This is an optimization exercise on Yosys and OpenROAD, whose aim is small area, not a production implementation. Function was checked by simulation only, so behaviour that the tests miss may differ from the original. Power is estimated from default activity; no workload was simulated.

--- flow/config.mk ---
export PLATFORM = sky130hd
export DESIGN_NAME = system
export DESIGN_NICKNAME = system
export VERILOG_FILES = /design/flow/design.v
export SDC_FILE = /design/flow/constraint.sdc
export NUM_CORES = 4
export LEC_CHECK = 0
export CAP_MARGIN = 20
export CORE_MARGIN = 2
export CORE_UTILIZATION = 40
export SLEW_MARGIN = 20
--- flow/design.v ---
`timescale 1ns / 1ps
module system(output wire RsTx, input wire RsRx, input clk, input btnC);
    wire reset = btnC;
    reg  [7:0] rv;
    reg        lastb;
    reg  [7:0] rxd;
    wire new_input = (rv == 8'd161);
    wire rx_idle   = (rv == 8'd0) | new_input;
    wire rx_samp   = (rv[3:0] == 4'd0) & (rv[7:5] != 3'd0) & ~(rv[7] & rv[5]);
    always @(posedge clk) begin
        if (reset) begin
            rv <= 8'd0; lastb <= 1'b1;
        end else begin
            lastb <= RsRx;
            if (rx_idle & lastb & ~RsRx) rv <= 8'd8;
            else if (new_input)          rv <= 8'd0;
            else if (rv != 8'd0)         rv <= rv + 8'd1;
            if (rx_samp) rxd <= {RsRx, rxd[7:1]};
        end
    end
    reg  [7:0] u;
    reg  [7:0] txb;
    reg        txo;
    assign RsTx = txo;
    wire sent = (u == 8'd0);
    wire issue;
    wire [7:0] ch;
    always @(posedge clk) begin
        if (reset) begin
            u <= 8'd0; txo <= 1'b1;
        end else begin
            if (issue)          u <= 8'd102;
            else if (u != 8'd0) u <= u + 8'd1;
            if (issue) txb <= ch;
            if (u == 8'd0) txo <= 1'b1;
            else if (u[3:0] == 4'hF) begin
                case (u[7:4])
                    4'd6:  txo <= 1'b0;
                    4'd7:  txo <= txb[0];
                    4'd8:  txo <= txb[1];
                    4'd9:  txo <= txb[2];
                    4'd10: txo <= txb[3];
                    4'd11: txo <= txb[4];
                    4'd12: txo <= txb[5];
                    4'd13: txo <= txb[6];
                    4'd14: txo <= txb[7];
                    default: ;
                endcase
            end
        end
    end
    localparam GETR = 3'd0, GETD = 3'd1, REN = 3'd2, CALC = 3'd3, SEND = 3'd4, DLY = 3'd5;
    reg  [2:0]  st;
    reg  [5:0]  cnt;      
    reg  [1:0]  op;       
    reg  [7:0]  E;        
    reg  [15:0] A, B, R;  
    reg         s, err, pz;
    wire inget  = (st == GETR) | (st == GETD);
    wire got    = inget & new_input;
    wire is_cr  = (rxd == 8'h0D);
    wire is_bs  = (rxd == 8'h08);
    wire is_dig = (rxd[7:4] == 4'h3) & (rxd[3:0] <= 4'd9);
    wire echo   = (st == GETR) ? ~is_bs : is_dig;
    assign issue = (st == SEND) & (cnt[3:0] != 4'd0) & sent;
    wire pshift = issue & (cnt[5:4] == 2'd0) & (cnt[3:0] >= 4'd2) & (cnt[3:0] <= 4'd9);
    wire neg = s & (R != 16'd0);
    reg [7:0] lc;
    always @* begin
        case (cnt[3:0])
            4'd14: lc = err ? 8'h00 : 8'h0D;
            4'd13: lc = err ? 8'h0D : 8'h0A;
            4'd12: lc = err ? 8'h0A : (neg ? 8'h2D : 8'h2B);
            4'd11: lc = err ? 8'h4E : 8'h28;
            4'd10: lc = err ? 8'h2F : 8'h20;
            4'd9:  lc = err ? 8'h4E : {4'h3, R[15:12]};
            4'd8, 4'd7, 4'd6: lc = err ? 8'h20 : {4'h3, R[15:12]};
            4'd4:  lc = err ? 8'h20 : 8'h29;
            4'd2:  lc = 8'h3A;
            default: lc = 8'h20;
        endcase
    end
    assign ch = cnt[4] ? E : lc;
    always @(posedge clk) begin
        if (reset) begin
            st <= CALC; cnt <= 6'd46;
        end else begin
            case (st)
                GETR, GETD: if (new_input) begin
                    if (is_cr) begin st <= CALC; cnt <= 6'd47; end
                    else begin st <= REN; cnt <= echo ? 6'd17 : 6'd16; end
                end
                REN:  st <= SEND;
                CALC: if (cnt == 6'd14) st <= SEND; else cnt <= cnt - 6'd1;
                SEND: if (cnt[3:0] == 4'd0) st <= cnt[4] ? GETD : GETR;
                      else if (sent) begin st <= DLY; cnt <= cnt - 6'd1; end
                DLY:  if (u == 8'd122) st <= SEND;
                default: st <= GETR;
            endcase
        end
        if (got & (st == GETR)) op <= (rxd == 8'h2F) ? 2'd3 : (rxd == 8'h2A) ? 2'd2 : (rxd == 8'h2D) ? 2'd1 : 2'd0;
        if (got & echo) E <= rxd;
    end
    function [3:0] n9(input [3:0] d);
        n9 = 4'd9 - d;
    endfunction
    reg xc, yc;
    reg [15:0] sum;
    reg        cy;
    reg [4:0]  t;
    reg [3:0]  xd, yd;
    integer k;
    always @* begin
        cy = xc | yc;
        for (k = 0; k < 4; k = k + 1) begin
            xd = xc ? n9(R[4*k +: 4]) : R[4*k +: 4];
            yd = yc ? n9(B[4*k +: 4]) : B[4*k +: 4];
            t  = xd + yd + cy;
            if (t > 5'd9) begin sum[4*k +: 4] = t[3:0] + 4'd6; cy = 1'b1; end
            else          begin sum[4*k +: 4] = t[3:0];        cy = 1'b0; end
        end
    end
    localparam AI = 3'd0, AR = 3'd1, AP = 3'd2, AL = 3'd3, AZ = 3'd4;
    reg [2:0] as;
    reg [1:0] dc;
    wire enter_d = got & (st == GETD) & is_cr;
    wire enter_r = got & (st == GETR) & is_cr;
    wire Bz      = (B == 16'd0);
    wire magadd  = ~(op[0] ^ s);
    wire isdiv   = op[0];
    wire [15:0] Rrot = {R[11:0], A[15:12]};
    always @* begin
        xc = (as == AR);
        yc = (as == AL) ? isdiv : (as == AR) ? 1'b0 : ~magadd;
    end
    always @(posedge clk) begin
        if (reset) begin
            A <= 16'd0; B <= 16'd0; R <= 16'd0; s <= 1'b0; err <= 1'b0; pz <= 1'b1;
            as <= AI; dc <= 2'd0;
        end else begin
            if ((got & is_dig) | pshift) B <= {B[11:0], got ? rxd[3:0] : 4'd0};
            if (pshift) begin R <= Rrot; A <= {A[11:0], R[15:12]}; end
            if (enter_r) pz <= 1'b1;
            if (enter_d) begin
                pz <= Bz;
                if (~err) begin
                    if (~op[1]) begin
                        if (magadd) begin R <= sum; if (cy) err <= 1'b1; end
                        else if (cy) R <= sum;
                        else as <= AR;
                    end else if (isdiv & (pz | Bz)) err <= 1'b1;
                    else as <= AP;
                end
            end
            case (as)
                AR: begin R <= sum; s <= ~s; as <= AI; end
                AP: begin
                    R <= Rrot; A <= {A[11:0], R[15:12]};
                    if (cnt == (isdiv ? 6'd43 : 6'd44)) begin as <= AL; dc <= 2'd0; end
                end
                AL: begin
                    if (isdiv ? cy : (A[15:12] != 4'd0)) begin
                        R <= sum;
                        if (isdiv) A[3:0] <= A[3:0] + 4'd1;
                        else begin A[15:12] <= A[15:12] - 4'd1; if (cy) err <= 1'b1; end
                    end else if (dc == 2'd3) begin
                        as <= isdiv ? AZ : AI; dc <= 2'd0;
                    end else begin
                        R <= Rrot; A <= {A[11:0], R[15:12]}; dc <= dc + 2'd1;
                        if (R[15:12] != 4'd0) err <= 1'b1;
                    end
                end
                AZ: begin
                    R <= Rrot; A <= {A[11:0], 4'd0}; dc <= dc + 2'd1;
                    if (dc == 2'd3) as <= AI;
                end
                default: ;
            endcase
        end
    end
endmodule
--- flow/constraint.sdc ---
create_clock -name core_clock -period 150.0 [get_ports {clk}]
set_input_delay 30.0000 -clock core_clock [delete_from_list [all_inputs] [get_ports {clk}]]
set_output_delay 30.0000 -clock core_clock [all_outputs]
set_load 0.01 [all_outputs]
--- flow/run.sh ---
#!/bin/bash
# synth_recipe.tcl (not shown) runs the flow's synth.tcl, then flattens the netlist and writes it again
# the make line also repeats each setting of config.mk as NAME=value (left out here)
make -C /OpenROAD-flow-scripts/flow DESIGN_CONFIG=/design/flow/config.mk WORK_HOME=/design/flow/orfs CLKGATE_MAP_FILE= SYNTH_SCRIPT=/design/flow/synth_recipe.tcl finish
==> results of run 1 <==
## power by group through the flow
stage	combinational, uW	sequential, uW	clock [uW]
2_1_floorplan	20.8	34.5	0
3_3_place_gp	22.6	37.6	0
3_5_place_dp	22.6	37.7	0
4_1_cts	22.8	37.0	24.3
5_1_grt	26.2	37.6	25.2
6_report	22.9	37.2	24.1
## cell type report
type / count / area (sq um)
Fill cell: 1949 / 11100
Multi-Input combinational cell: 776 / 4960
Sequential cell: 109 / 2440
Tap cell: 265 / 332
Clock buffer: 10 / 229
Inverter: 45 / 169
Timing Repair Buffer: 9 / 67.6
Clock inverter: 6 / 57.6
Antenna cell: 1 / 2.50
## placed cells by master (no fill, tap or decap), types with 15 or more instances in the layout
| cell type | count |
|---|---|
| inv_1 | 44 |
| nand3_1 | 23 |
| nor2b_1 | 15 |
| a21oi_1 | 86 |
| nor2_1 | 93 |
| a31oi_1 | 16 |
| xnor2_1 | 29 |
| nand2_1 | 124 |
| mux2i_1 | 20 |
| edfxtp_1 | 26 |
| ha_1 | 37 |
| dfxtp_1 | 83 |
| o21ai_0 | 75 |
| nor3_1 | 27 |
## cells by family (layout without fill, tap and decap cells)
| family | count (synthesis) | in the layout | share of synthesized area |
|---|---|---|---|
| flip-flops | 109 | 109 | 0.313 |
| multiplexers | 34 | 34 | 0.0472 |
| buffers and inverters | 103 | 70 | 0.0532 |
| adder cells (fa/ha/maj) | 45 | 45 | 0.0797 |
| other | 0 | 1 | 0 |
| XOR/XNOR | 39 | 39 | 0.0447 |
| AO/OA/AOI/OAI | 297 | 297 | 0.246 |
| AND/OR/NAND/NOR | 361 | 361 | 0.217 |
## sequential cells by signal, indices dropped and copies added, names as in the netlist
register / count
A: 16
B: 16
R: 16
E: 8
rv: 8
rxd: 8
txb: 8
u: 8
cnt: 6
as: 3
st: 3
dc: 2
op: 2
err: 1
lastb: 1
pz: 1
s: 1
txo: 1
## worst max-delay path by stage
stage	startpoint	to	slack [ns]	cells past startpoint
5_1_grt	btnC	R[2]	118.20	5
2_1_floorplan	btnC	rxd[0]	117.80	3
3_3_place_gp	btnC	R[2]	118.00	5
6_report	btnC	R[10]	118.33	5
4_1_cts	btnC	R[2]	118.34	5
3_5_place_dp	btnC	R[2]	117.95	5
## routing by layer
layer	routed length, microns	global-route usage	up-vias
li1	-	-	3493
met1	10100	0.304	3295
met2	8970	0.308	217
met3	1120	0.0240	29
met4	526	0.0697	0
met5	0	0	-
## synthesized netlist by cell type, types with 11 or more instances
cell type / count
nand4_1: 11
clkbuf_1: 42
nand2b_1: 11
ha_1: 37
nor2_1: 93
nor2b_1: 15
a21oi_1: 86
o21ai_0: 76
a211oi_1: 12
mux2i_1: 20
edfxtp_1: 26
nor3_1: 27
mux2_2: 13
buf_2: 11
xnor2_1: 29
nand2_1: 124
nor4_1: 11
a31oi_1: 16
o211ai_1: 13
inv_1: 44
nand3_1: 23
dfxtp_1: 83
## tightest hold or removal path, cell delays in order, from the launching register on
cell     delay, ns
dfxtp_1       0.32
nand2_1       0.05
a21oi_1       0.05
## metrics by stage
stage	hold slack, ns	cells
after floorplan	0.436	988
after global placement	0.446	1202
after detailed placement	0.453	1204
after CTS	0.466	1220
after global routing	0.503	1221
final	0.461	1221
==> reports/qor.csv, run 1 <==
stage,metric,value,unit
route,via_count,7034,
floorplanning,core_region_area,19300,sq um
worst_setup_path,path_buf_inv,3,
placement,place_worst_setup_slack,117.95,ns
placement,dp_hpwl,14600,microns
yosys,synth-edff-count,26,
global_route,grt_use_total,0.205,
cells_and_area,drive_above_1_share,0.0618,
yosys,ys.warnings.count,1,
timing,fmax,31.6,MHz
yosys,syn_area,7810,sq um
timing,fin_crit_sh,0.211,
yosys,synth_ff_type,dfxtp_1,
cells_and_area,areaGrowthSynthToFinish,5.75,%
floorplanning,start_util,0.404,
worst_setup_path,critPathKind,in2reg,
global_route,grt-ovfl-total,0,
power_and_ir_drop,p_leak,0.00291,uW
route,route.antenna.remaining_nets,0,
cells_and_area,final_area,8260,sq um
power_and_ir_drop,p_clk_frac,0.286,
worst_setup_path,arrival,31.94,ns
power_and_ir_drop,p_int,53.5,uW
worst_setup_path,crit_family,buffers and inverters,
route,drt_iter0_drc,610,
floorplanning,rows,51,
floorplanning,io_pins,4,
power_and_ir_drop,p_total,84.2,uW
cells_and_area,nets,998,
placement,place.gp.congestion,0.888,
worst_setup_path,reg2reg_from,op[0],
yosys,yosysSeqAreaShare,0.313,
worst_setup_path,end_kind,register,
global_route,grt_max_degree,46,
yosys,synth_nets,1036,
timing,fin_crit,31.67,ns
timing,hold_viol_final,0,
worst_setup_path,slowest_stage,buf_4,
yosys,synth-seq-cells,109,
clocking,insertion_delay,0.37,ns
yosys,async_flop_share,0,
power_and_ir_drop,p_switching,30.7,uW
yosys,synth_top_cell_by_area,dfxtp_1,
worst_setup_path,r2r_end,R[10],
cells_and_area,fin_util,0.427,
clocking,root_buffer,clkbuf_16,
power_and_ir_drop,seq_power_share,0.441,
yosys,synthCells,988,
global_route,grt_pass1_wl,33500,microns
yosys,synth_top_area_frac,0.213,
clocking,post-cts-setup-buffers,0,
timing,grt_setup_unrepaired,no,
clocking,clkTransAtPathRegs,0.08,ns
route,dr.pass1.iters,5,
placement,dpl-instance-area,7970,sq um
worst_setup_path,startpoint_type,input port,
clocking,cts_tree,yes,
clocking,cts.path.max_buffers,2,
route,wl_per_cell,17.0,microns
timing,fin_ws,118.33,ns
placement,io_buffers,3,
floorplanning,dieWidth,144,microns
floorplanning,die_h,144,microns
run_status,outcome,finished clean,
clocking,ctsHoldBuffers,0,
route,drcViolationCount,0,
route,wl,20700,microns
run,cap_violations,0,
timing,setup_tns,0,ns
power_and_ir_drop,power_switching_share,0.365,
worst_setup_path,reg2regPathDepth,35,
hold_path,hold_depth,2,
global_route,antenna_found_initial,1,
worst_setup_path,critPathMaxStageDelay,0.53,ns
timing,slew_headroom,0.221,
worst_setup_path,rrSetupSlack,140.03,ns
power_and_ir_drop,irDropWorstVdd,6.01,uV
timing,skew,0.0114,ns
global_route,first_global_vias,6267,
clocking,h-tree-depth,3,
timing,finalMaxSlewViolations,0,
clocking,cts_inserted_buffers,9,
power_and_ir_drop,p_comb_frac,0.272,
timing,tightestPinTransition,1.16,ns
yosys,synth_cell_types,75,
worst_setup_path,cp_max_fo,45,
yosys,ys_top_cells_by_area,"dfxtp_1 (21%), edfxtp_1 (10%), nand2_1 (6.0%)",
power_and_ir_drop,power_density,10.2,nW/um^2
floorplanning,dieArea,20700,sq um
hold_path,min-delay-start,dc[1],
hold_path,hp-class,reg2reg,
yosys,synth.avg_cell_area,7.91,sq um
hold_path,hold_end,dc[1],
clocking,ctsResizeCount,0,
clocking,clkSinkCount,109,
worst_setup_path,crit_required,150.27,ns
timing,finalSetupViolCount,0,
route,avgViaCountPerCell,5.76,
worst_setup_path,cp_cell_sequence,"buf_2, buf_4, inv_1, and2_1, a32o_1",
==> inputs of run 2 (changes only) <==
--- a/flow/design.v
+++ b/flow/design.v
@@ -22,3 +22,4 @@
     reg  [7:0] txb;
-    reg        txo;
+    reg        txo, tsp;
+    wire [7:0] tb = tsp ? 8'h20 : txb;
     assign RsTx = txo;
@@ -33,3 +34,4 @@
             else if (u != 8'd0) u <= u + 8'd1;
-            if (issue) txb <= ch;
+            if (issue) begin txb <= ch; tsp <= (cnt == 6'd1); end
+            else if (got & (st == GETR)) txb <= rxd;
             if (u == 8'd0) txo <= 1'b1;
@@ -38,10 +40,10 @@
                     4'd6:  txo <= 1'b0;
-                    4'd7:  txo <= txb[0];
-                    4'd8:  txo <= txb[1];
-                    4'd9:  txo <= txb[2];
-                    4'd10: txo <= txb[3];
-                    4'd11: txo <= txb[4];
-                    4'd12: txo <= txb[5];
-                    4'd13: txo <= txb[6];
-                    4'd14: txo <= txb[7];
+                    4'd7: txo <= tb[0];
+                    4'd8: txo <= tb[1];
+                    4'd9: txo <= tb[2];
+                    4'd10: txo <= tb[3];
+                    4'd11: txo <= tb[4];
+                    4'd12: txo <= tb[5];
+                    4'd13: txo <= tb[6];
+                    4'd14: txo <= tb[7];
                     default: ;
@@ -55,3 +57,2 @@
     reg  [1:0]  op;       
-    reg  [7:0]  E;        
     reg  [15:0] A, B, R;  
@@ -82,3 +83,3 @@
     end
-    assign ch = cnt[4] ? E : lc;
+    assign ch = cnt[4] ? (cnt[5] ? {4'h3, B[3:0]} : txb) : lc;
     always @(posedge clk) begin
@@ -90,3 +91,3 @@
                     if (is_cr) begin st <= CALC; cnt <= 6'd47; end
-                    else begin st <= REN; cnt <= echo ? 6'd17 : 6'd16; end
+                    else begin st <= REN; cnt <= ~echo ? 6'd16 : (st == GETD) ? 6'd49 : 6'd17; end
                 end
@@ -101,3 +102,2 @@
         if (got & (st == GETR)) op <= (rxd == 8'h2F) ? 2'd3 : (rxd == 8'h2A) ? 2'd2 : (rxd == 8'h2D) ? 2'd1 : 2'd0;
-        if (got & echo) E <= rxd;
     end
==> flow/flow/run.sh (new file) <==
#!/bin/bash
set -euo pipefail
cd "$(dirname "$0")/.."
W=$PWD
sed "s|$W/synth_recipe.tcl|$W/flow/synth_area.tcl|g" standard.sh > flow/my_standard.sh
grep -q synth_area.tcl flow/my_standard.sh
bash flow/my_standard.sh finish > flow/make.log 2>&1
==> flow/flow/abc_area.script (new file) <==
&get -n
&st
&syn2
&dch -f
&nf -a -R 1000
&put
==> flow/flow/synth_area.tcl (new file) <==
# The standard flow's synthesis (synth_recipe.tcl) with ABC mapping for area instead of delay
set ::area_dir [file dirname [file normalize [info script]]]
proc abc {args} {
  set j [lsearch -exact $args -script]
  if {$j >= 0} { set args [lreplace $args [expr {$j+1}] [expr {$j+1}] [file join $::area_dir abc_area.script]] }
  yosys abc {*}$args
}
source [file join [file dirname $::area_dir] synth_recipe.tcl]
==> flow/standard.sh (new file) <==
#!/bin/bash
# synth_recipe.tcl (not shown) runs the flow's synth.tcl, then flattens the netlist and writes it again
# the make line also repeats each setting of config.mk as NAME=value (left out here)
make -C /OpenROAD-flow-scripts/flow DESIGN_CONFIG=/design/flow/config.mk WORK_HOME=/design/flow/orfs CLKGATE_MAP_FILE= SYNTH_SCRIPT=/design/flow/synth_recipe.tcl "${@:-finish}"
--- a/flow/config.mk
+++ b/flow/config.mk
@@ -10,2 +10,3 @@
 export CORE_UTILIZATION = 40
+export CTS_BUF_LIST = sky130_fd_sc_hd__clkbuf_8
 export SLEW_MARGIN = 20
removed: flow/run.sh
==> run 2 against run 1 <==
Net effect:
- critical path depth decreased by 4
- register-to-register slack got worse by 1.6 ns
- combinational power decreased by 14%
- setup slack improved by 0.40 ns
- still clean
- clock power decreased by 27%
- total power decreased by 16%
- synthesized area decreased by 14%
- sequential power decreased by 11%
- synthesized cell count decreased by 12%
- routed wire length decreased by 16%
==> reports/qor.csv, run 2 <==
stage,metric,value,unit,change
floorplanning,rows,47,,was 51
route,drt_iter0_drc,558,,was 610
clocking,cts.path.max_buffers,2,,unchanged
clocking,cts_inserted_buffers,9,,unchanged
route,dr.pass1.iters,5,,unchanged
route,drcViolationCount,0,,unchanged
yosys,synth_cell_types,50,,was 75
power_and_ir_drop,p_leak,0.00267,uW,was 0.00291 uW
global_route,grt_max_degree,78,,was 46
clocking,ctsResizeCount,0,,unchanged
yosys,syn_area,6680,sq um,was 7810 sq um
timing,tightestPinTransition,0.994,ns,was 1.16 ns
route,route.antenna.remaining_nets,0,,unchanged
cells_and_area,final_cell_mix,"nor2_1 (138), nand2_1 (124), a21oi_1 (90), dfxtp_1 (83), o21ai_0 (50)",,"was nand2_1 (124), nor2_1 (93), a21oi_1 (86), dfxtp_1 (83), o21ai_0 (75)"
cells_and_area,finalNonFillerCells,1113,,was 1221
yosys,synth_ff_type,dfxtp_1,,unchanged
floorplanning,io_pins,4,,unchanged
timing,finalMaxSlewViolations,0,,unchanged
timing,setup_tns,0,ns,unchanged
worst_setup_path,arrival,1.27,ns,was 31.94 ns
floorplanning,dieArea,17800,sq um,was 20700 sq um
cells_and_area,antenna_cells,0,,was 1
yosys,ys_top_cells_by_area,"dfxtp_1 (25%), edfxtp_1 (8.5%), nor2_1 (7.7%)",,"was dfxtp_1 (21%), edfxtp_1 (10%), nand2_1 (6.0%)"
yosys,yosys.cell_count.top_type,nor2_1,,was nand2_1
floorplanning,dieWidth,133,microns,was 144 microns
yosys,yosysSeqAreaShare,0.334,,was 0.313
timing,grt_setup_unrepaired,no,,unchanged
yosys,synth_commonest_cells,"nor2_1 (138), nand2_1 (124), a21oi_1 (90)",,"was nand2_1 (124), nor2_1 (93), a21oi_1 (86)"
hold_path,hp-class,reg2reg,,unchanged
floorplanning,die_h,133,microns,was 144 microns
global_route,grt-ovfl-total,0,,unchanged
cells_and_area,reg.largest.list,"A x16, B x16, R x16",,unchanged
yosys,synth-seq-cells,102,,was 109
worst_setup_path,end_kind,output pin,,was register
yosys,synthCells,867,,was 988
worst_setup_path,cp_cell_sequence,clkdlybuf4s50_1,,"was buf_2, buf_4, inv_1, and2_1, a32o_1"
worst_setup_path,slowest_stage,clkdlybuf4s50_1,,was buf_4
power_and_ir_drop,p_total,70.5,uW,was 84.2 uW
worst_setup_path,cp_max_fo,2,,was 45
timing,slew_headroom,0.337,,was 0.221
cells_and_area,drive_above_1_share,0.0291,,was 0.0618
timing,fin_ws,118.73,ns,was 118.33 ns
worst_setup_path,crit_family,buffers and inverters,,unchanged
yosys,synth_nets,915,,was 1036
timing,finalSetupViolCount,0,,unchanged
global_route,first_global_vias,5510,,was 6267
timing,fin_crit_sh,0.208,,was 0.211
global_route,antenna_found_initial,0,,was 1
clocking,h-tree-depth,3,,unchanged
worst_setup_path,startpoint_type,register,,was input port
global_route,grt_pass1_wl,28900,microns,was 33500 microns
placement,place_worst_setup_slack,118.34,ns,was 117.95 ns
floorplanning,core_region_area,16500,sq um,was 19300 sq um
timing,fmax,32.0,MHz,was 31.6 MHz
run_status,outcome,finished clean,,unchanged
route,avgViaCountPerCell,5.65,,was 5.76
clocking,post-cts-setup-buffers,0,,unchanged
clocking,ctsHoldBuffers,0,,unchanged
placement,dpl.cell_count,1097,,was 1204
timing,skew,0.0179,ns,was 0.0114 ns
run,cap_violations,0,,unchanged
clocking,root_buffer,clkbuf_8,,was clkbuf_16
yosys,synth_top_area_frac,0.249,,was 0.213
clocking,cts_tree,yes,,unchanged
cells_and_area,layout_commonest_cell,nor2_1,,was nand2_1
power_and_ir_drop,irDropWorstVdd,4.34,uV,was 6.01 uV
placement,dp_hpwl,12300,microns,was 14600 microns
route,wl_per_cell,15.7,microns,was 17.0 microns
worst_setup_path,path_buf_inv,1,,was 3
clocking,clkSinkCount,102,,was 109
cells_and_area,areaGrowthSynthToFinish,8.24,%,was 5.75%
yosys,synth.avg_cell_area,7.71,sq um,was 7.91 sq um
route,wl,17500,microns,was 20700 microns
yosys,ys.warnings.count,1,,unchanged
worst_setup_path,crit_required,120.00,ns,was 150.27 ns
global_route,grt_use_total,0.201,,was 0.205
timing,hold_viol_final,0,,unchanged
yosys,synth-edff-count,19,,was 26
placement,place.gp.congestion,0.830,,was 0.888
timing,fin_crit,31.27,ns,was 31.67 ns
floorplanning,start_util,0.406,,was 0.404
yosys,async_flop_share,0,,unchanged
power_and_ir_drop,power_density,9.74,nW/um^2,was 10.2 nW/um^2
cells_and_area,nFillCells,1723,,was 1949
yosys,synth_top_cell_by_area,dfxtp_1,,unchanged
cells_and_area,nets,936,,was 998
clocking,clkTransAtPathRegs,0.11,ns,was 0.08 ns
clocking,insertion_delay,0.40,ns,was 0.37 ns
worst_setup_path,critPathKind,reg2out,,was in2reg
worst_setup_path,critPathMaxStageDelay,0.53,ns,about the same
placement,io_buffers,3,,unchanged
route,via_count,6285,,was 7034
cells_and_area,fin_util,0.439,,was 0.427
[run 2: changes by cell type in the layout (fill, tap and decap cells not counted), sizes merged, moves of 9 or more]
cell	before	now
nor3	27	37
clkinv	3	44
o211ai	13	4
inv	48	4
o21ai	76	53
nor2	93	138
mux2	13	1
mux2i	20	8
nand3	24	14
a31oi	17	7
a221oi	3	22
[run 2: where the power goes]
part | internal [uW] | switching (uW)
combinational | 7.33 | 12.3
clock | 6.43 | 11.2
sequential | 29.5 | 3.67
total | 43.3 | 27.2
[run 2: layout make-up]
type | instances | area, sq um | area share
well taps | 220 | 275 | 0.0380
flip-flops and latches | 102 | 2230 | 0.309
clock buffers | 9 | 124 | 0.0171
inverters | 41 | 154 | 0.0213
multi-input cells | 724 | 4310 | 0.595
repair buffers | 10 | 77.6 | 0.0107
clock inverters | 7 | 65.1 | 0.00899
[run 2: routing by layer]
layer  share of wire  track usage
met1            0.50        0.292
met2            0.45        0.314
met3           0.044       0.0316
met4           0.011       0.0455
met5               0            0
[run 2: final timing paths]
path,from,to,slack (ns),depth (start not counted)
setup / recovery,txo,RsTx,118.73,1
hold / removal,A[7],A[7],0.46,2
setup reg to reg,as[0],R[10],138.43,39
hold reg to reg,A[7],A[7],0.46,2
[run 2: logic make-up (layout without fill, tap and decap cells)]
logic type               count (synthesis)  in the layout  synth area share
buffers and inverters                   41             67            0.0230
XOR/XNOR                                40             40            0.0524
AO/OA/AOI/OAI                          241            241             0.224
adder cells (fa/ha/maj)                 45             45            0.0932
multiplexers                             9              9            0.0137
flip-flops                             102            102             0.334
AND/OR/NAND/NOR                        389            389             0.260
[run 2: through the flow]
step           hold WS, ns  area, sq um
2_1_floorplan        0.426         6680
3_3_place_gp         0.439         7050
3_5_place_dp         0.450         7050
4_1_cts              0.467         7230
5_1_grt              0.488         7230
6_report             0.464         7230
==> inputs of run 3 (changes only) <==
--- a/flow/flow/run.sh
+++ b/flow/flow/run.sh
@@ -6,2 +6,3 @@
 grep -q synth_area.tcl flow/my_standard.sh
-bash flow/my_standard.sh finish > flow/make.log 2>&1
+export CTS_ARGS="-sink_clustering_enable -repair_clock_nets -buf_list sky130_fd_sc_hd__clkbuf_8 -dont_use_dummy_load"
+bash flow/my_standard.sh finish > "$W/flow_make.log" 2>&1
==> flow/flow/abc_area.script (replaced) <==
&get -n
&st
&syn2
&dch -f
&nf -a -R 1000
&put
mfs3 -ae
==> run 3 against run 2 <==
Net effect:
- die area shrank 2.0%
- synthesized cell count shrank 3.9%
- combinational power shrank about 10%
- critical endpoint unchanged
==> reports/qor.csv, run 3 <==
stage,metric,value,unit,change
clocking,cts.path.max_buffers,2,,unchanged
worst_setup_path,rrSetupSlack,138.04,ns,was 138.43 ns
yosys,synth_commonest_cells,"nor2_1 (145), nand2_1 (102), dfxtp_1 (83)",,"was nor2_1 (138), nand2_1 (124), a21oi_1 (90)"
run_status,outcome,finished clean,,unchanged
yosys,synth_nets,881,,was 915
clocking,post-cts-setup-buffers,0,,unchanged
worst_setup_path,reg2regPathDepth,43,,was 39
clocking,insertion_delay,0.40,ns,about the same
power_and_ir_drop,irDropWorstVdd,4.79,uV,was 4.34 uV
hold_path,min-delay-start,A[6],,was A[7]
timing,fin_crit_sh,0.208,,about the same
global_route,grt_pass1_wl,28200,microns,was 28900 microns
placement,dpl.cell_count,1063,,was 1097
hold_path,hold_depth,2,,unchanged
cells_and_area,finalNonFillerCells,1072,,was 1113
power_and_ir_drop,p_leak,0.00264,uW,was 0.00267 uW
clocking,cts_inserted_buffers,9,,unchanged
clocking,h-tree-depth,3,,unchanged
timing,tightestPinTransition,0.838,ns,was 0.994 ns
yosys,synth_top_cell_by_area,dfxtp_1,,unchanged
timing,fin_crit,31.27,ns,about the same
floorplanning,start_util,0.411,,was 0.406
clocking,ctsHoldBuffers,0,,unchanged
global_route,grt_use_total,0.198,,was 0.201
worst_setup_path,cp_max_fo,2,,unchanged
worst_setup_path,path_buf_inv,1,,unchanged
yosys,ys_top_cells_by_area,"dfxtp_1 (25%), edfxtp_1 (8.7%), nor2_1 (8.3%)",,"was dfxtp_1 (25%), edfxtp_1 (8.5%), nor2_1 (7.7%)"
timing,finalMaxSlewViolations,0,,unchanged
timing,slew_headroom,0.439,,was 0.337
yosys,synth.avg_cell_area,7.86,sq um,was 7.71 sq um
worst_setup_path,end_kind,output pin,,unchanged
placement,io_buffers,3,,unchanged
timing,fin_ws,118.73,ns,about the same
hold_path,hp-class,reg2reg,,unchanged
route,wl_per_cell,15.8,microns,was 15.7 microns
floorplanning,dieWidth,132,microns,was 133 microns
worst_setup_path,crit_family,buffers and inverters,,unchanged
floorplanning,rows,46,,was 47
floorplanning,io_pins,4,,unchanged
timing,grt_setup_unrepaired,no,,unchanged
yosys,synthCells,833,,was 867
yosys,synth-edff-count,19,,unchanged
floorplanning,die_h,132,microns,was 133 microns
floorplanning,core_region_area,15900,sq um,was 16500 sq um
route,drcViolationCount,0,,unchanged
yosys,ys.warnings.count,1,,unchanged
cells_and_area,drive_above_1_share,0.0257,,was 0.0291
worst_setup_path,cp_cell_sequence,clkdlybuf4s50_1,,unchanged
placement,dp_hpwl,12000,microns,was 12300 microns
clocking,ctsResizeCount,0,,unchanged
worst_setup_path,crit_required,120.00,ns,about the same
yosys,synth-seq-cells,102,,unchanged
yosys,yosysSeqAreaShare,0.341,,was 0.334
placement,place_worst_setup_slack,118.52,ns,was 118.34 ns
global_route,grt_max_degree,56,,was 78
floorplanning,dieArea,17400,sq um,was 17800 sq um
route,via_count,6003,,was 6285
timing,fmax,32.0,MHz,about the same
global_route,grt-ovfl-total,0,,unchanged
route,drt_iter0_drc,453,,was 558
placement,place.gp.congestion,0.852,,was 0.830
hold_path,hold_end,A[10],,was A[7]
cells_and_area,antenna_cells,0,,unchanged
yosys,synth_top_area_frac,0.254,,was 0.249
route,route.antenna.remaining_nets,0,,unchanged
clocking,clkTransAtPathRegs,0.10,ns,was 0.11 ns
worst_setup_path,critPathMaxStageDelay,0.53,ns,about the same
yosys,synth_cell_types,50,,unchanged
power_and_ir_drop,power_density,9.17,nW/um^2,was 9.74 nW/um^2
cells_and_area,nets,906,,was 936
cells_and_area,reg.largest.list,"A x16, B x16, R x16",,unchanged
worst_setup_path,critPathKind,reg2out,,unchanged
clocking,cts_tree,yes,,unchanged
run,cap_violations,0,,unchanged
yosys,syn_area,6550,sq um,was 6680 sq um
clocking,clkSinkCount,102,,unchanged
timing,setup_tns,0,ns,unchanged
route,wl,16900,microns,was 17500 microns
timing,skew,0.0306,ns,was 0.0179 ns
cells_and_area,final_cell_mix,"nor2_1 (145), nand2_1 (102), dfxtp_1 (83), a21oi_1 (77), clkinv_1 (48)",,"was nor2_1 (138), nand2_1 (124), a21oi_1 (90), dfxtp_1 (83), o21ai_0 (50)"
yosys,synth_ff_type,dfxtp_1,,unchanged
global_route,first_global_vias,5530,,was 5510
global_route,antenna_found_initial,0,,unchanged
route,avgViaCountPerCell,5.60,,was 5.65
worst_setup_path,startpoint_type,register,,unchanged
worst_setup_path,slowest_stage,clkdlybuf4s50_1,,unchanged
timing,hold_viol_final,0,,unchanged
yosys,async_flop_share,0,,unchanged
worst_setup_path,reg2reg_from,as[2],,was as[0]
route,dr.pass1.iters,4,,was 5
worst_setup_path,r2r_end,R[14],,was R[10]
timing,finalSetupViolCount,0,,unchanged
worst_setup_path,arrival,1.27,ns,about the same
cells_and_area,layout_commonest_cell,nor2_1,,unchanged
clocking,root_buffer,clkbuf_8,,unchanged
yosys,yosys.cell_count.top_type,nor2_1,,unchanged
cells_and_area,areaGrowthSynthToFinish,7.74,%,was 8.24%
==> run 3: changes by cell type after synthesis, moves of 3 or more <==
cell,delta
nand2_1,-22
o21ai_0,-5
and2_0,-5
a31o_1,+3
a21oi_1,-13
nor2_1,+7
clkinv_1,+7
a21o_1,-4
or2_0,+3
mux2i_1,+9
nor3_1,-4
==> run 3: worst max path at each step <==
stage          startpoint     end  slack (ns)  cells past startpoint
2_1_floorplan        btnC  rxd[0]      118.68                      1
3_3_place_gp         btnC    A[3]      118.52                      5
3_5_place_dp         btnC    A[3]      118.52                      5
4_1_cts               txo    RsTx      118.71                      1
5_1_grt               txo    RsTx      118.69                      1
6_report              txo    RsTx      118.73                      1
==> run 3: power breakdown <==
| part | switching (uW) | internal [uW] |
|---|---|---|
| registers | 3.24 | 29.4 |
| clock network | 9.07 | 5.41 |
| logic | 10.9 | 6.67 |
| total | 23.2 | 41.5 |
==> run 3: final cells by class <==
| cell class | count | area [sq um] |
|---|---|---|
| fill | 1679 | 8890 |
| multi-input combinational | 683 | 4140 |
| sequential | 102 | 2230 |
| tap | 216 | 270 |
| inverter | 48 | 180 |
| clock buffer | 9 | 124 |
| timing repair buffer | 14 | 108 |
==> run 3: layer usage <==
layer	track usage	share of wire
met5	0	0
met4	0.0773	0.023
met3	0.0223	0.031
met2	0.301	0.44
met1	0.286	0.51
==> run 3: kinds of logic after synthesis <==
group	share of synthesized area
flip-flops	0.341
XOR/XNOR	0.0522
AO/OA/AOI/OAI	0.209
buffers and inverters	0.0275
multiplexers	0.0294
adder cells (fa/ha/maj)	0.0952
AND/OR/NAND/NOR	0.246
==> run 3: tightest hold or removal path, cell delays in order, from the launching register on <==
cell and delay (ns):
dfxtp_1 0.34, mux2i_1 0.06, nor2_1 0.08
==> run 3: metrics by stage <==
| step | cell area (sq um) | hold WS, ns | power, uW | util |
|---|---|---|---|---|
| 2_1_floorplan | 6550 | 0.459 | 45.6 | - |
| 3_3_place_gp | 6930 | 0.481 | 50.6 | 0.435 |
| 3_5_place_dp | 6930 | 0.502 | 50.6 | 0.435 |
| 4_1_cts | 7050 | 0.523 | 65.0 | 0.442 |
| 5_1_grt | 7050 | 0.546 | 68.7 | 0.442 |
| 6_report | 7050 | 0.516 | 64.7 | 0.442 |
==> inputs of run 4 (changes only) <==
--- a/flow/config.mk
+++ b/flow/config.mk
@@ -11,2 +11,4 @@
 export CTS_BUF_LIST = sky130_fd_sc_hd__clkbuf_8
+export GPL_ROUTABILITY_DRIVEN = 0
+export GPL_TIMING_DRIVEN = 0
 export SLEW_MARGIN = 20
==> run 4 against run 3 <==
Net effect:
- core utilization fell by 0.13 points
- still clean on timing, DRC and antenna
- synthesized area stayed put
- highest routed layer unchanged
- worst hold slack got worse by 0.0034 ns
- register-to-register slack lost 0.67 ns
- clock skew up 0.0064 ns
==> reports/qor.csv, run 4 <==
stage,metric,value,unit,change
timing,finalSetupViolCount,0,,unchanged
floorplanning,start_util,0.411,,unchanged
worst_setup_path,reg2regPathDepth,40,,was 43
timing,grt_setup_unrepaired,no,,unchanged
yosys,synth.avg_cell_area,7.86,sq um,unchanged
yosys,synth_top_area_frac,0.254,,unchanged
yosys,synth_top_cell_by_area,dfxtp_1,,unchanged
yosys,synth-seq-cells,102,,unchanged
yosys,syn_area,6550,sq um,unchanged
placement,dpl.cell_count,1055,,was 1063
worst_setup_path,rrSetupSlack,137.37,ns,was 138.04 ns
cells_and_area,nFillCells,1642,,was 1679
timing,setup_tns,0,ns,unchanged
floorplanning,dieArea,17400,sq um,unchanged
worst_setup_path,cp_cell_sequence,clkdlybuf4s50_1,,unchanged
route,route.antenna.remaining_nets,0,,unchanged
global_route,grt-ovfl-total,0,,unchanged
power_and_ir_drop,p_clk_frac,0.221,,was 0.224
worst_setup_path,path_buf_inv,1,,unchanged
yosys,synthCells,833,,unchanged
hold_path,hp-class,reg2reg,,unchanged
worst_setup_path,slowest_stage,clkdlybuf4s50_1,,unchanged
worst_setup_path,end_kind,output pin,,unchanged
power_and_ir_drop,p_leak,0.00262,uW,was 0.00264 uW
clocking,cts_inserted_buffers,9,,unchanged
worst_setup_path,startpoint_type,register,,unchanged
route,wl_per_cell,15.4,microns,was 15.8 microns
yosys,yosysSeqAreaShare,0.341,,unchanged
clocking,post-cts-setup-buffers,0,,unchanged
timing,fin_crit_sh,0.208,,about the same
worst_setup_path,crit_family,buffers and inverters,,unchanged
worst_setup_path,critPathKind,reg2out,,unchanged
cells_and_area,multi_input_comb_area,4160,sq um,was 4140 sq um
clocking,cts_tree,yes,,unchanged
cells_and_area,regArea,2230,sq um,unchanged
power_and_ir_drop,power_switching_share,0.354,,was 0.359
clocking,ctsResizeCount,0,,unchanged
power_and_ir_drop,p_comb_frac,0.271,,about the same
yosys,synth_cell_types,50,,unchanged
cells_and_area,finalNonFillerCells,1064,,was 1072
worst_setup_path,reg2reg_from,as[2],,unchanged
power_and_ir_drop,power_density,9.14,nW/um^2,was 9.17 nW/um^2
clocking,insertion_delay,0.40,ns,about the same
route,via_count,5843,,was 6003
yosys,ys_top_cells_by_area,"dfxtp_1 (25%), edfxtp_1 (8.7%), nor2_1 (8.3%)",,unchanged
placement,io_buffers,3,,unchanged
global_route,grt_use_total,0.197,,was 0.198
yosys,yosys.cell_count.top_type,nor2_1,,unchanged
placement,dp_hpwl,11800,microns,was 12000 microns
run,cap_violations,0,,unchanged
cells_and_area,layout_commonest_cell,nor2_1,,unchanged
clocking,h-tree-depth,3,,unchanged
cells_and_area,nets,898,,was 906
yosys,async_flop_share,0,,unchanged
route,drcViolationCount,0,,unchanged
hold_path,hold_depth,2,,unchanged
power_and_ir_drop,irDropWorstVdd,4.18,uV,was 4.79 uV
worst_setup_path,crit_required,120.00,ns,about the same
clocking,ctsHoldBuffers,0,,unchanged
route,dr.pass1.iters,5,,was 4
floorplanning,core_region_area,15900,sq um,unchanged
route,avgViaCountPerCell,5.49,,was 5.60
timing,finalMaxSlewViolations,0,,unchanged
timing,tightestPinTransition,0.918,ns,was 0.838 ns
global_route,grt_max_degree,48,,was 56
yosys,synth-edff-count,19,,unchanged
hold_path,min-delay-start,B[6],,was A[6]
yosys,synth_nets,881,,unchanged
global_route,grt_pass1_wl,28300,microns,was 28200 microns
yosys,synth_commonest_cells,"nor2_1 (145), nand2_1 (102), dfxtp_1 (83)",,unchanged
worst_setup_path,cp-startpoint,txo,,unchanged
cells_and_area,reg.largest.list,"A x16, B x16, R x16",,unchanged
route,drt_iter0_drc,381,,was 453
yosys,ys.warnings.count,1,,unchanged
power_and_ir_drop,p_switching,22.8,uW,was 23.2 uW
yosys,synth_ff_type,dfxtp_1,,unchanged
worst_setup_path,r2r_end,R[6],,was R[14]
worst_setup_path,critPathMaxStageDelay,0.53,ns,about the same
cells_and_area,drive_above_1_share,0.0224,,was 0.0257
cells_and_area,final_cell_mix,"nor2_1 (144), nand2_1 (102), dfxtp_1 (83), a21oi_1 (77), clkinv_1 (48)",,"was nor2_1 (145), nand2_1 (102), dfxtp_1 (83), a21oi_1 (77), clkinv_1 (48)"
worst_setup_path,cp_max_fo,2,,unchanged
worst_setup_path,arrival,1.25,ns,was 1.27 ns
clocking,root_buffer,clkbuf_8,,unchanged
route,wl,16400,microns,was 16900 microns
floorplanning,io_pins,4,,unchanged
clocking,clkTransAtPathRegs,0.10,ns,about the same
clocking,clkSinkCount,102,,unchanged
clocking,cts.path.max_buffers,2,,unchanged
timing,fmax,32.0,MHz,about the same
cells_and_area,antenna_cells,0,,unchanged
global_route,antenna_found_initial,0,,unchanged
hold_path,hold_end,B[10],,was A[10]
timing,hold_viol_final,0,,unchanged
power_and_ir_drop,seq_power_share,0.508,,was 0.505
run_status,outcome,finished clean,,unchanged
timing,slew_headroom,0.388,,was 0.439
cells_and_area,areaGrowthSynthToFinish,7.44,%,was 7.74%
timing,skew,0.0370,ns,was 0.0306 ns
floorplanning,dieWidth,132,microns,unchanged
timing,fin_crit,31.25,ns,was 31.27 ns
floorplanning,rows,46,,unchanged
global_route,first_global_vias,5607,,was 5530
power_and_ir_drop,p_int,41.5,uW,about the same
floorplanning,die_h,132,microns,unchanged
## run 4: per-stage QoR
step	hold WS (ns)	total power, uW	area (sq um)	setup slack, ns	util
after detailed placement	0.498	50.6	6910	118.52	0.433
after CTS	0.516	64.9	7030	118.73	0.441
after floorplan	0.459	45.6	6550	118.68	-
final	0.512	64.3	7030	118.75	0.441
after global routing	0.545	68.8	7030	118.69	0.441
after global placement	0.485	50.4	6850	115.76	0.429
## run 4: cell type report
class | count | share of cell area
Clock buffer | 9 | 0.0176
Sequential cell | 102 | 0.317
Multi-Input combinational cell | 683 | 0.591
Inverter | 48 | 0.0256
Timing Repair Buffer | 6 | 0.00943
Tap cell | 216 | 0.0384
## run 4: power groups by stage
stage,Clock (uW),Sequential (uW),Combinational (uW)
3_3_place_gp,0,33.2,17.2
5_1_grt,15.6,33.1,20.1
3_5_place_dp,0,33.2,17.4
2_1_floorplan,0,32.3,13.3
6_report,14.2,32.7,17.4
4_1_cts,14.8,32.6,17.5
## run 4: worst max path at each step
stage	endpoint	slack [ns]	depth (start not counted)
detailed placement	rv[6]	118.52	5
global route	RsTx	118.69	1
finish	RsTx	118.75	1
global placement	rxd[6]	115.76	2
floorplan	rxd[0]	118.68	1
CTS	RsTx	118.73	1
## run 4: cell families after synthesis
logic type | count (synthesis) | share of synthesized area
and+or+nand+nor | 363 | 0.246
AOI/OAI and AO/OA | 217 | 0.209
DFF | 102 | 0.341
buffers and inverters | 48 | 0.0275
adders and majority gates | 45 | 0.0952
xor gates and xnor gates | 39 | 0.0522
muxes | 19 | 0.0294
## run 4: layer usage
layer | up-vias | GRT usage | share of wire
li1 | 3020 | - | -
met1 | 2729 | 0.276 | 0.51
met2 | 80 | 0.314 | 0.45
met3 | 14 | 0.0300 | 0.027
met4 | 0 | 0.0550 | 0.013
met5 | - | 0 | 0
==> inputs of run 5 (changes only) <==
--- a/flow/config.mk
+++ b/flow/config.mk
@@ -7,3 +7,3 @@
 export LEC_CHECK = 0
-export CAP_MARGIN = 20
+export CAP_MARGIN = 0
 export CORE_MARGIN = 2
@@ -13,2 +13,2 @@
 export GPL_TIMING_DRIVEN = 0
-export SLEW_MARGIN = 20
+export SLEW_MARGIN = 0
==> run 5 against run 4 <==
Net effect:
- still clean on timing, DRC and antenna
- setup slack lost 0.0020 ns
- clock power is essentially flat
- synthesized cell count is the same
- first-iteration DRC count grew 1.6%
- via count grew 1.2%
- sequential share of layout area grew 0.13 points
- non-clock buffer count shrank 1
- critical path depth grew 2
- routed wire length grew 0.29%
- critical path type is now in2reg
- critical endpoint is now txb[0]
- largest power group unchanged
==> reports/qor.csv, run 5 <==
stage,metric,value,unit,change
yosys,ys_top_cells_by_area,"dfxtp_1 (25%), edfxtp_1 (8.7%), nor2_1 (8.3%)",,unchanged
yosys,synthAdderAreaFrac,0.0952,,unchanged
timing,tightestPinTransition,1.35,ns,was 0.918 ns
floorplanning,die_h,132,microns,unchanged
timing,fin_crit_sh,0.208,,about the same
worst_setup_path,reg2reg_from,as[2],,unchanged
yosys,synth_xor_area_frac,0.0522,,unchanged
timing,slew_headroom,0.0954,,was 0.388
cells_and_area,antenna_cells,0,,unchanged
hold_path,min-delay-start,A[4],,was B[6]
floorplanning,start_util,0.411,,unchanged
timing,finalSetupViolCount,0,,unchanged
timing,skew,0.0237,ns,was 0.0370 ns
power_and_ir_drop,power_density,9.19,nW/um^2,was 9.14 nW/um^2
yosys,synth_top_cell_by_area,dfxtp_1,,unchanged
timing,setup_tns,0,ns,unchanged
clocking,post-cts-setup-buffers,0,,unchanged
worst_setup_path,slowest_stage,buf_4,,was clkdlybuf4s50_1
worst_setup_path,reg2regPathDepth,40,,unchanged
worst_setup_path,cp_cell_sequence,"buf_4, nor2_1, a22o_1",,was clkdlybuf4s50_1
power_and_ir_drop,irDropWorstVdd,4.65,uV,was 4.18 uV
route,avgViaCountPerCell,5.56,,was 5.49
cells_and_area,final_cell_mix,"nor2_1 (144), nand2_1 (102), dfxtp_1 (83), a21oi_1 (77), clkinv_1 (48)",,unchanged
clocking,cts_inserted_buffers,9,,unchanged
floorplanning,rows,46,,unchanged
timing,hold_viol_final,0,,unchanged
yosys,synth_cell_types,50,,unchanged
yosys,async_flop_share,0,,unchanged
yosys,synthSimpleGateAreaFrac,0.246,,unchanged
timing,fin_ws,118.75,ns,about the same
worst_setup_path,end_kind,register,,was output pin
cells_and_area,nFillCells,1644,,was 1642
worst_setup_path,crit_required,150.10,ns,was 120.00 ns
worst_setup_path,r2r_end,R[5],,was R[6]
power_and_ir_drop,p_leak,0.00261,uW,was 0.00262 uW
yosys,synth_nets,881,,unchanged
clocking,clkSinkCount,102,,unchanged
route,wl,16400,microns,about the same
floorplanning,dieWidth,132,microns,unchanged
floorplanning,core_region_area,15900,sq um,unchanged
yosys,yosysSeqAreaShare,0.341,,unchanged
yosys,synth_ff_type,dfxtp_1,,unchanged
clocking,clkTransAtPathRegs,0.08,ns,was 0.10 ns
hold_path,hold_depth,2,,unchanged
worst_setup_path,cp.depth,3,,was 1
placement,place_worst_setup_slack,117.95,ns,was 118.52 ns
global_route,first_global_vias,5401,,was 5607
yosys,synthMuxAreaShare,0.0294,,unchanged
clocking,ctsHoldBuffers,0,,unchanged
cells_and_area,layout_commonest_cell,nor2_1,,unchanged
worst_setup_path,critPathKind,in2reg,,was reg2out
timing,finalMaxSlewViolations,0,,unchanged
placement,dp_hpwl,11600,microns,was 11800 microns
route,drt_iter0_drc,387,,was 381
worst_setup_path,path_buf_inv,1,,unchanged
cells_and_area,multi_input_comb_area,4150,sq um,was 4160 sq um
worst_setup_path,arrival,31.35,ns,was 1.25 ns
yosys,syn_area,6550,sq um,unchanged
worst_setup_path,rrSetupSlack,137.34,ns,was 137.37 ns
yosys,ys.warnings.count,1,,unchanged
floorplanning,dieArea,17400,sq um,unchanged
worst_setup_path,startpoint_type,input port,,was register
yosys,synthCells,833,,unchanged
timing,grt_setup_unrepaired,no,,unchanged
timing,fin_crit,31.25,ns,about the same
cells_and_area,reg.largest.list,"A x16, B x16, R x16",,unchanged
clocking,insertion_delay,0.39,ns,was 0.40 ns
yosys,synth_compound_area_frac,0.209,,unchanged
timing,fmax,32.0,MHz,about the same
yosys,synth-edff-count,19,,unchanged
cells_and_area,drive_above_1_share,0.0189,,was 0.0224
yosys,synth_top_family_by_area,simple AND/OR/NAND/NOR gates,,unchanged
yosys,synth-seq-cells,102,,unchanged
clocking,ctsResizeCount,0,,unchanged
global_route,grt_use_total,0.192,,was 0.197
clocking,cts_tree,yes,,unchanged
worst_setup_path,cp_max_fo,77,,was 2
yosys,yosys.cell_count.top_type,nor2_1,,unchanged
clocking,root_buffer,clkbuf_8,,unchanged
worst_setup_path,crit_family,buffers and inverters,,unchanged
route,route.antenna.remaining_nets,0,,unchanged
cells_and_area,areaGrowthSynthToFinish,7.00,%,was 7.44%
hold_path,hold_end,A[4],,was B[10]
cells_and_area,nets,897,,was 898
floorplanning,io_pins,4,,unchanged
hold_path,hp-class,reg2reg,,unchanged
global_route,grt-ovfl-total,0,,unchanged
yosys,synth_commonest_cells,"nor2_1 (145), nand2_1 (102), dfxtp_1 (83)",,unchanged
cells_and_area,regArea,2230,sq um,unchanged
global_route,antenna_found_initial,0,,unchanged
global_route,grt_pass1_wl,27600,microns,was 28300 microns
placement,io_buffers,3,,unchanged
route,wl_per_cell,15.4,microns,about the same
route,via_count,5911,,was 5843
run_status,outcome,finished clean,,unchanged
yosys,synth.avg_cell_area,7.86,sq um,unchanged
yosys,synth_top_area_frac,0.254,,unchanged
clocking,h-tree-depth,3,,unchanged
run,cap_violations,0,,unchanged
global_route,grt_max_degree,78,,was 48
worst_setup_path,critPathMaxStageDelay,0.64,ns,was 0.53 ns
clocking,cts.path.max_buffers,2,,unchanged
route,dr.pass1.iters,5,,unchanged
route,drcViolationCount,0,,unchanged
==> run 5: how the worst max path moves through the flow <==
stage / from / to / slack (ns)
final: btnC / txb[0] / 118.75
after global routing: btnC / txb[0] / 118.62
after CTS: btnC / rxd[0] / 118.38
after detailed placement: btnC / rxd[6] / 117.95
after global placement: btnC / rxd[6] / 115.76
after floorplan: btnC / rxd[0] / 118.68
==> run 5: worst reg2reg max path: cells and delay by family, from the launching register on <==
kind                       cells  cell delay, ns
DFF                            1            0.37
xor gates and xnor gates       5            1.53
adders and majority gates      8            2.83
and+or+nand+nor               13            3.07
AOI/OAI and AO/OA              7            3.83
buffers and inverters          7            0.90
==> run 5: area by class of cell <==
cell class | count | area share
flip-flops and latches | 102 | 0.319
multi-input cells | 683 | 0.593
well taps | 216 | 0.0386
clock buffers | 9 | 0.0177
inverters | 48 | 0.0257
repair buffers | 5 | 0.00661
==> run 5: report_power, final <==
part	switching, uW	total, uW	internal (uW)
logic	10.9	17.5	6.65
registers	3.30	32.7	29.4
clock network	8.72	14.1	5.40
total	22.9	64.4	41.5
==> run 5: per-layer routing <==
metal / up-vias / wire [microns] / GRT usage
met3: 18 / 502 / 0.0231
met4: 0 / 279 / 0.0670
met5: - / 0 / 0
met1: 2775 / 8290 / 0.273
met2: 94 / 7340 / 0.302
li1: 3024 / - / -
==> run 5: metrics by stage <==
stage / util / hold slack [ns] / total power [uW] / cells / area, sq um
final: 0.439 / 0.511 / 64.4 / 1063 / 7000
after global routing: 0.439 / 0.540 / 68.8 / 1063 / 7000
after CTS: 0.439 / 0.514 / 64.8 / 1063 / 6990
after detailed placement: 0.431 / 0.497 / 50.6 / 1054 / 6870
after global placement: 0.429 / 0.485 / 50.4 / 1052 / 6850
after floorplan: - / 0.459 / 45.6 / 833 / 6550
==> run 5: cells by family after synthesis <==
| kind of cell | after synthesis |
|---|---|
| and+or+nand+nor | 363 |
| xor gates and xnor gates | 39 |
| AOI/OAI and AO/OA | 217 |
| buffers and inverters | 48 |
| muxes | 19 |
| adders and majority gates | 45 |
| DFF | 102 |
==> inputs of run 6 (changes only) <==
==> flow/flow/abc_area.script (replaced) <==
&get -n
&st
&syn2
&dch -f
&nf -a -R 1000
&put
==> flow/flow/my_standard.sh (new file) <==
#!/bin/bash
# The standard flow's own layout of this design, on the ORFS make targets given (by default finish). After
# finish it leaves the final layout's DEF at /design/flow/out/final.def.
set -euo pipefail
make -C /OpenROAD-flow-scripts/flow DESIGN_CONFIG=/design/flow/config.mk WORK_HOME=/design/flow/orfs CLKGATE_MAP_FILE= SYNTH_SCRIPT=/design/flow/flow/synth_area.tcl CAP_MARGIN=20 CORE_MARGIN=2 CORE_UTILIZATION=40 CTS_BUF_LIST=sky130_fd_sc_hd__clkbuf_8 SLEW_MARGIN=20 "${@:-finish}"
if [[ -f /design/flow/orfs/results/sky130hd/system/base/6_final.odb ]]; then
  : # left out here: write the final layout as DEF
fi
--- a/flow/config.mk
+++ b/flow/config.mk
@@ -7,3 +7,3 @@
 export LEC_CHECK = 0
-export CAP_MARGIN = 0
+export CAP_MARGIN = 20
 export CORE_MARGIN = 2
@@ -11,4 +11,2 @@
 export CTS_BUF_LIST = sky130_fd_sc_hd__clkbuf_8
-export GPL_ROUTABILITY_DRIVEN = 0
-export GPL_TIMING_DRIVEN = 0
-export SLEW_MARGIN = 0
+export SLEW_MARGIN = 20
==> run 6 against run 5 <==
Net effect:
- still clean
- sequential power is 1% higher
- design area grew 2.4%
- sequential cell count stayed put
- worst hold slack worse by 0.050 ns
- routed wire length increased by 6.8%
- first-iteration DRC count increased by 28%
- critical endpoint unchanged
==> reports/qor.csv, run 6 <==
stage,metric,value,unit,change
run_status,outcome,finished clean,,unchanged
worst_setup_path,slowest_stage,buf_4,,unchanged
placement,io_buffers,3,,unchanged
cells_and_area,finalNonFillerCells,1106,,was 1063
placement,dpl.cell_count,1097,,was 1054
floorplanning,die_h,133,microns,was 132 microns
timing,finalMaxSlewViolations,0,,unchanged
worst_setup_path,critPathKind,in2reg,,unchanged
yosys,ys_top_cells_by_area,"dfxtp_1 (25%), edfxtp_1 (8.5%), nor2_1 (7.7%)",,"was dfxtp_1 (25%), edfxtp_1 (8.7%), nor2_1 (8.3%)"
floorplanning,start_util,0.406,,was 0.411
clocking,h-tree-depth,3,,unchanged
global_route,grt_pass1_wl,28800,microns,was 27600 microns
placement,dp_hpwl,12300,microns,was 11600 microns
timing,tightestPinTransition,1.02,ns,was 1.35 ns
yosys,yosys.cell_count.top_type,nor2_1,,unchanged
timing,slew_headroom,0.321,,was 0.0954
timing,setup_tns,0,ns,unchanged
floorplanning,dieArea,17800,sq um,was 17400 sq um
global_route,use_met3,0.0240,,was 0.0231
power_and_ir_drop,p_leak,0.00263,uW,was 0.00261 uW
placement,place.gp.congestion,0.830,,
floorplanning,rows,47,,was 46
clocking,post-cts-setup-buffers,0,,unchanged
power_and_ir_drop,irDropWorstVdd,4.43,uV,was 4.65 uV
route,via_count,6277,,was 5911
yosys,yosysSeqAreaShare,0.334,,was 0.341
yosys,synth.avg_cell_area,7.71,sq um,was 7.86 sq um
worst_setup_path,crit_required,150.10,ns,about the same
global_route,grt_use_met2,0.315,,was 0.302
worst_setup_path,cp_cell_sequence,"buf_2, buf_4, nor2_1, a22o_1",,"was buf_4, nor2_1, a22o_1"
worst_setup_path,arrival,31.36,ns,was 31.35 ns
route,wl,17500,microns,was 16400 microns
cells_and_area,multi_input_comb_area,4310,sq um,was 4150 sq um
global_route,gr-usage-met1,0.290,,was 0.273
yosys,synth_top_cell_by_area,dfxtp_1,,unchanged
yosys,synth_nets,915,,was 881
worst_setup_path,crit_family,buffers and inverters,,unchanged
timing,fin_ws,118.74,ns,was 118.75 ns
cells_and_area,layout_commonest_cell,nor2_1,,unchanged
clocking,root_buffer,clkbuf_8,,unchanged
worst_setup_path,path_buf_inv,2,,was 1
timing,finalSetupViolCount,0,,unchanged
worst_setup_path,startpoint_type,input port,,unchanged
power_and_ir_drop,seq_power_share,0.491,,was 0.508
cells_and_area,reg.largest.list,"A x16, B x16, R x16",,unchanged
timing,fin_crit_sh,0.208,,about the same
timing,fin_crit,31.27,ns,was 31.25 ns
cells_and_area,nets,936,,was 897
global_route,gr-max-usage-layer,met2,,unchanged
worst_setup_path,critPathMaxStageDelay,0.62,ns,was 0.64 ns
yosys,synth-edff-count,19,,unchanged
worst_setup_path,reg2regPathDepth,39,,was 40
global_route,grt_use_total,0.201,,was 0.192
route,drcViolationCount,0,,unchanged
yosys,async_flop_share,0,,unchanged
hold_path,min-delay-start,A[7],,was A[4]
clocking,cts_inserted_buffers,9,,unchanged
cells_and_area,areaGrowthSynthToFinish,7.26,%,was 7.00%
timing,skew,0.0385,ns,was 0.0237 ns
route,drt_iter0_drc,496,,was 387
yosys,synth_cell_types,50,,unchanged
clocking,insertion_delay,0.40,ns,was 0.39 ns
yosys,synth_top_area_frac,0.249,,was 0.254
floorplanning,core_region_area,16500,sq um,was 15900 sq um
timing,fmax,32.0,MHz,about the same
route,route.antenna.remaining_nets,0,,unchanged
route,dr.pass1.iters,5,,unchanged
global_route,antenna_found_initial,0,,unchanged
yosys,synth_commonest_cells,"nor2_1 (138), nand2_1 (124), a21oi_1 (90)",,"was nor2_1 (145), nand2_1 (102), dfxtp_1 (83)"
cells_and_area,regArea,2230,sq um,unchanged
cells_and_area,drive_above_1_share,0.0214,,was 0.0189
hold_path,hold_end,A[7],,was A[4]
power_and_ir_drop,p_switching,25.3,uW,was 22.9 uW
hold_path,hp-class,reg2reg,,unchanged
yosys,synth-seq-cells,102,,unchanged
power_and_ir_drop,power_switching_share,0.375,,was 0.356
worst_setup_path,reg2reg_from,as[0],,was as[2]
clocking,ctsHoldBuffers,0,,unchanged
worst_setup_path,rrSetupSlack,138.37,ns,was 137.34 ns
clocking,ctsResizeCount,0,,unchanged
route,avgViaCountPerCell,5.68,,was 5.56
power_and_ir_drop,p_int,42.2,uW,was 41.5 uW
worst_setup_path,end_kind,register,,unchanged
clocking,cts_tree,yes,,unchanged
floorplanning,dieWidth,133,microns,was 132 microns
clocking,clkSinkCount,102,,unchanged
worst_setup_path,cp_max_fo,77,,unchanged
worst_setup_path,r2r_end,R[9],,was R[5]
cells_and_area,nFillCells,1729,,was 1644
yosys,synthCells,867,,was 833
global_route,grt-ovfl-total,0,,unchanged
timing,grt_setup_unrepaired,no,,unchanged
yosys,synth_ff_type,dfxtp_1,,unchanged
power_and_ir_drop,p_comb_frac,0.293,,was 0.273
cells_and_area,fin_util,0.435,,was 0.439
global_route,first_global_vias,5518,,was 5401
yosys,syn_area,6680,sq um,was 6550 sq um
power_and_ir_drop,p_clk_frac,0.216,,was 0.219
hold_path,hold_depth,2,,unchanged
power_and_ir_drop,power_density,9.42,nW/um^2,was 9.19 nW/um^2
placement,place_worst_setup_slack,118.34,ns,was 117.95 ns
clocking,cts.path.max_buffers,2,,unchanged
yosys,ys.warnings.count,1,,unchanged
route,wl_per_cell,15.8,microns,was 15.4 microns
floorplanning,io_pins,4,,unchanged
cells_and_area,antenna_cells,0,,unchanged
clocking,clkTransAtPathRegs,0.09,ns,was 0.08 ns
timing,hold_viol_final,0,,unchanged
run,cap_violations,0,,unchanged
global_route,grt_max_degree,78,,unchanged
cells_and_area,final_cell_mix,"nor2_1 (138), nand2_1 (124), a21oi_1 (90), dfxtp_1 (83), o21ai_0 (50)",,"was nor2_1 (144), nand2_1 (102), dfxtp_1 (83), a21oi_1 (77), clkinv_1 (48)"
## run 6: cells by family (layout without fill, tap and decap cells)
kind of cell	Yosys count	count (layout)	synth area share
AND/OR/NAND/NOR	389	389	0.260
AO/OA/AOI/OAI	241	241	0.224
flip-flops	102	102	0.334
adder cells (fa/ha/maj)	45	45	0.0932
buffers and inverters	41	60	0.0230
XOR/XNOR	40	40	0.0524
multiplexers	9	9	0.0137
## run 6: stage by stage
stage | cell area [sq um] | hold slack (ns) | power (uW)
floorplan | 6680 | 0.426 | 47.6
global placement | 7050 | 0.439 | 53.4
detailed placement | 7050 | 0.450 | 53.2
CTS | 7170 | 0.464 | 67.8
global route | 7170 | 0.485 | 71.7
finish | 7170 | 0.461 | 67.6
## run 6: worst reg2reg max path: cells and delay by family (launching register included)
kind / cells / cell delay (ns)
AO/OA/AOI/OAI: 8 / 3.48
XOR/XNOR: 5 / 1.43
adder cells (fa/ha/maj): 8 / 2.84
buffers and inverters: 6 / 0.84
flip-flops: 1 / 0.42
AND/OR/NAND/NOR: 12 / 2.57
## run 6: cell type report
class                           count  area share
Inverter                           41      0.0215
Multi-Input combinational cell    724       0.601
Clock buffer                        9      0.0173
Sequential cell                   102       0.311
Tap cell                          220      0.0384
Timing Repair Buffer               10      0.0108
## run 6: how the worst max path moves through the flow
stage	start	to	slack, ns	depth (start not counted)
4_1_cts	txo	RsTx	118.73	1
6_report	btnC	txb[0]	118.74	4
2_1_floorplan	btnC	rxd[0]	118.68	1
5_1_grt	btnC	txb[0]	118.60	4
3_3_place_gp	btnC	txb[1]	118.35	4
3_5_place_dp	btnC	txb[1]	118.34	4
## run 6: per-layer routing
metal,wire length (microns),up-vias
li1,-,3187
met1,8710,2945
met2,7880,130
met4,245,0
met5,0,-
met3,683,15
## run 6: power by group through the flow
stage	logic, uW	registers [uW]	clock network (uW)
floorplan	14.9	32.6	0
finish	19.8	33.1	14.6
detailed placement	19.5	33.7	0
CTS	19.7	33.1	15.0
global placement	19.6	33.8	0
global route	22.5	33.6	15.6

-- what the ideal ports hide --
The results above use ideal ports. As a check the final layouts listed here were re-extracted and re-timed, cells and wires unchanged.
Step 1: set_driving_cell puts a clkbuf_16 on clk and a buf_2 on each other input, an assumption about the parent block.
Step 2 also shifts input and output timing later by t, the mid clock arrival at the registers, as if the neighbouring blocks saw the same clock.
Three values: ideal, step 1, step 2; two values: the first two.
| run | t, ns | setup WS [ns] | worst setup path after step 2 | latest minus earliest clock arrival (ns) | cell pins on the clock port's net |
|---|---|---|---|---|---|
| run 1 | 0.413 | 118.328 / 118.352 / 117.939 | input to register | 0.012 / 0.011 | 1 |
| run 2 | 0.434 | 118.726 / 118.685 / 118.339 | input to register | 0.018 / 0.018 | 1 |
| run 3 | 0.422 | 118.734 / 118.694 / 118.522 | input to register | 0.031 / 0.030 | 1 |
| run 4 | 0.418 | 118.747 / 118.709 / 118.478 | input to register | 0.037 / 0.037 | 1 |
| run 5 | 0.415 | 118.745 / 118.728 / 118.342 | input to register | 0.024 / 0.024 | 1 |
| run 6 | 0.423 | 118.735 / 118.715 / 118.332 | input to register | 0.039 / 0.039 | 1 |
After both steps setup and hold are still met in every run listed.
